Context: an optimization exercise on an open-source flow, tuned for small area. The choices shown serve that exercise and are no tape-out recipe. Function was checked by simulation only, so behaviour that the tests miss may differ from the original. Power figures rest on the tool's default switching activity, not on a simulated workload.

Setup of run A:
## Segway
module Segway(clk,RST_n,INERT_SS_n,INERT_MOSI,
              INERT_SCLK,INERT_MISO,A2D_SS_n,A2D_MOSI,A2D_SCLK,
              A2D_MISO,PWM_rev_rght,PWM_frwrd_rght,PWM_rev_lft,
              PWM_frwrd_lft,INT,RX);
  input clk,RST_n;
  input INERT_MISO;
  input A2D_MISO;
  input INT;
  input RX;
  output A2D_SS_n, INERT_SS_n;
  output A2D_MOSI, INERT_MOSI;
  output A2D_SCLK, INERT_SCLK;
  output PWM_rev_rght, PWM_frwrd_rght;
  output PWM_rev_lft, PWM_frwrd_lft;
  wire rst_n;
  wire [11:0] lft_ld, rght_ld;
  wire lft_on, rght_on;
  wire lft_rev, rght_rev;
  wire rider_off, pwr_up, en_steer;
  wire vld;
  wire [15:0] ptch, ptch_nxt;
  wire [8:0] ld_cell_diff;
  wire [11:0] tmr;                       
  reset_synch iRST(.clk(clk),.RST_n(RST_n),.rst_n(rst_n));
  Auth_blk auth(.clk(clk), .rst_n(rst_n), .RX(RX), .rider_off(rider_off), .pwr_up(pwr_up));
  inert_intf inert(.clk(clk), .rst_n(rst_n), .tmr(tmr), .vld(vld), .ptch(ptch), .ptch_nxt(ptch_nxt),
                   .SS_n(INERT_SS_n), .SCLK(INERT_SCLK), .MOSI(INERT_MOSI), .MISO(INERT_MISO), .INT(INT));
  balance_cntrl blctrl(.clk(clk), .rst_n(rst_n), .vld(vld), .ptch(ptch), .ptch_nxt(ptch_nxt), .ld_cell_diff(ld_cell_diff),
  ...
clock: 16.0 ns
lec_check: 0
cap_margin: 20
core_margin: 2
core_utilization: 70
cts_buf_list: sky130_fd_sc_hd__clkbuf_8
gpl_timing_driven: 0
place_density: 0.85
slew_margin: 20
standard.sh (not shown) runs the stock make flow with config.mk's settings and CLKGATE_MAP_FILE= SYNTH_SCRIPT=/design/flow/synth_recipe.tcl, a recipe that flattens the netlist after the stock synthesis.
==> flow/flow/run.sh <==
#!/bin/bash
# Standard layout flow; only the clock tree options differ: no dummy loads
# are added to balance the clock tree, and leaf buffers are clkbuf_8.
set -e
export CTS_ARGS="-sink_clustering_enable -repair_clock_nets -dont_use_dummy_load -buf_list sky130_fd_sc_hd__clkbuf_8 -sink_clustering_size 16 -sink_clustering_max_diameter 60"
bash standard.sh > standard.log 2>&1
Run A: full flow OK, the timing, DRC and antenna checks passed
For run B, these inputs were changed with respect to run A:
-- flow/config.mk --
<<< run A, line 10
export CORE_UTILIZATION = 70
>>> run B, line 10
export CORE_UTILIZATION = 60
<<< run A, line 13
export PLACE_DENSITY = 0.85
>>> run B, line 13
export PLACE_DENSITY = 0.75
[summary]
Between run A and run B, number of buffers created by CTS increased.
In run B the overall global routing resource usage turned out 5.7 points lower than in run A.
In run B relative to run A, die area had gone up by more than 10%.
Run B: no failed stages, no open violations at the end
Going from run A to run B, reported net switching power decreased by about 1.4% relative to the old numbers, maximum frequency from static timing analysis now sits higher, detailed placer's ending HPWL down 3.8%, post-route clock period utilization fell by 0.47 points, count of non-filler cells in the finished layout up 3.0%.
Clock network fraction of design power: run B vs run A up 0.2 points
Number of cells on the critical path for run B is lower than for run A.
Relative to run A, the internal power summed over all cells of run B is higher by about 0.7%.
Here is what was changed in the inputs of run C compared with run B.
-- flow/flow/run.sh --
<<< run B, line 5
export CTS_ARGS="-sink_clustering_enable -repair_clock_nets -dont_use_dummy_load -buf_list sky130_fd_sc_hd__clkbuf_8 -sink_clustering_size 16 -sink_clustering_max_diameter 60"
>>> run C, line 5
export CTS_ARGS="-sink_clustering_enable -repair_clock_nets -dont_use_dummy_load -buf_list sky130_fd_sc_hd__clkbuf_4 -sink_clustering_size 8 -sink_clustering_max_diameter 40"
## What came out
Run C: no failed stages, no open violations at the end
In terms of summed area of non-filler cells in the final layout, run B and run C differ only marginally.
Run B tops out at a higher clock frequency than run C.
Sequential share of power | run C above run B
Ratio of total power to cell area (lower): run C
Run B → run C: met1 track demand over resource neither gained nor lost much; worst setup slack -0.054 ns; final cell count increased 18; ratio of cells with drive above 1 in the final layout grew by 1.1 points; part of the cycle the worst path needs saw an increase.
In run C, the global-route total usage across every layer came out 0.34 points above the value in run B.
Sequential fraction of total cell area across run C and run B: no real change.
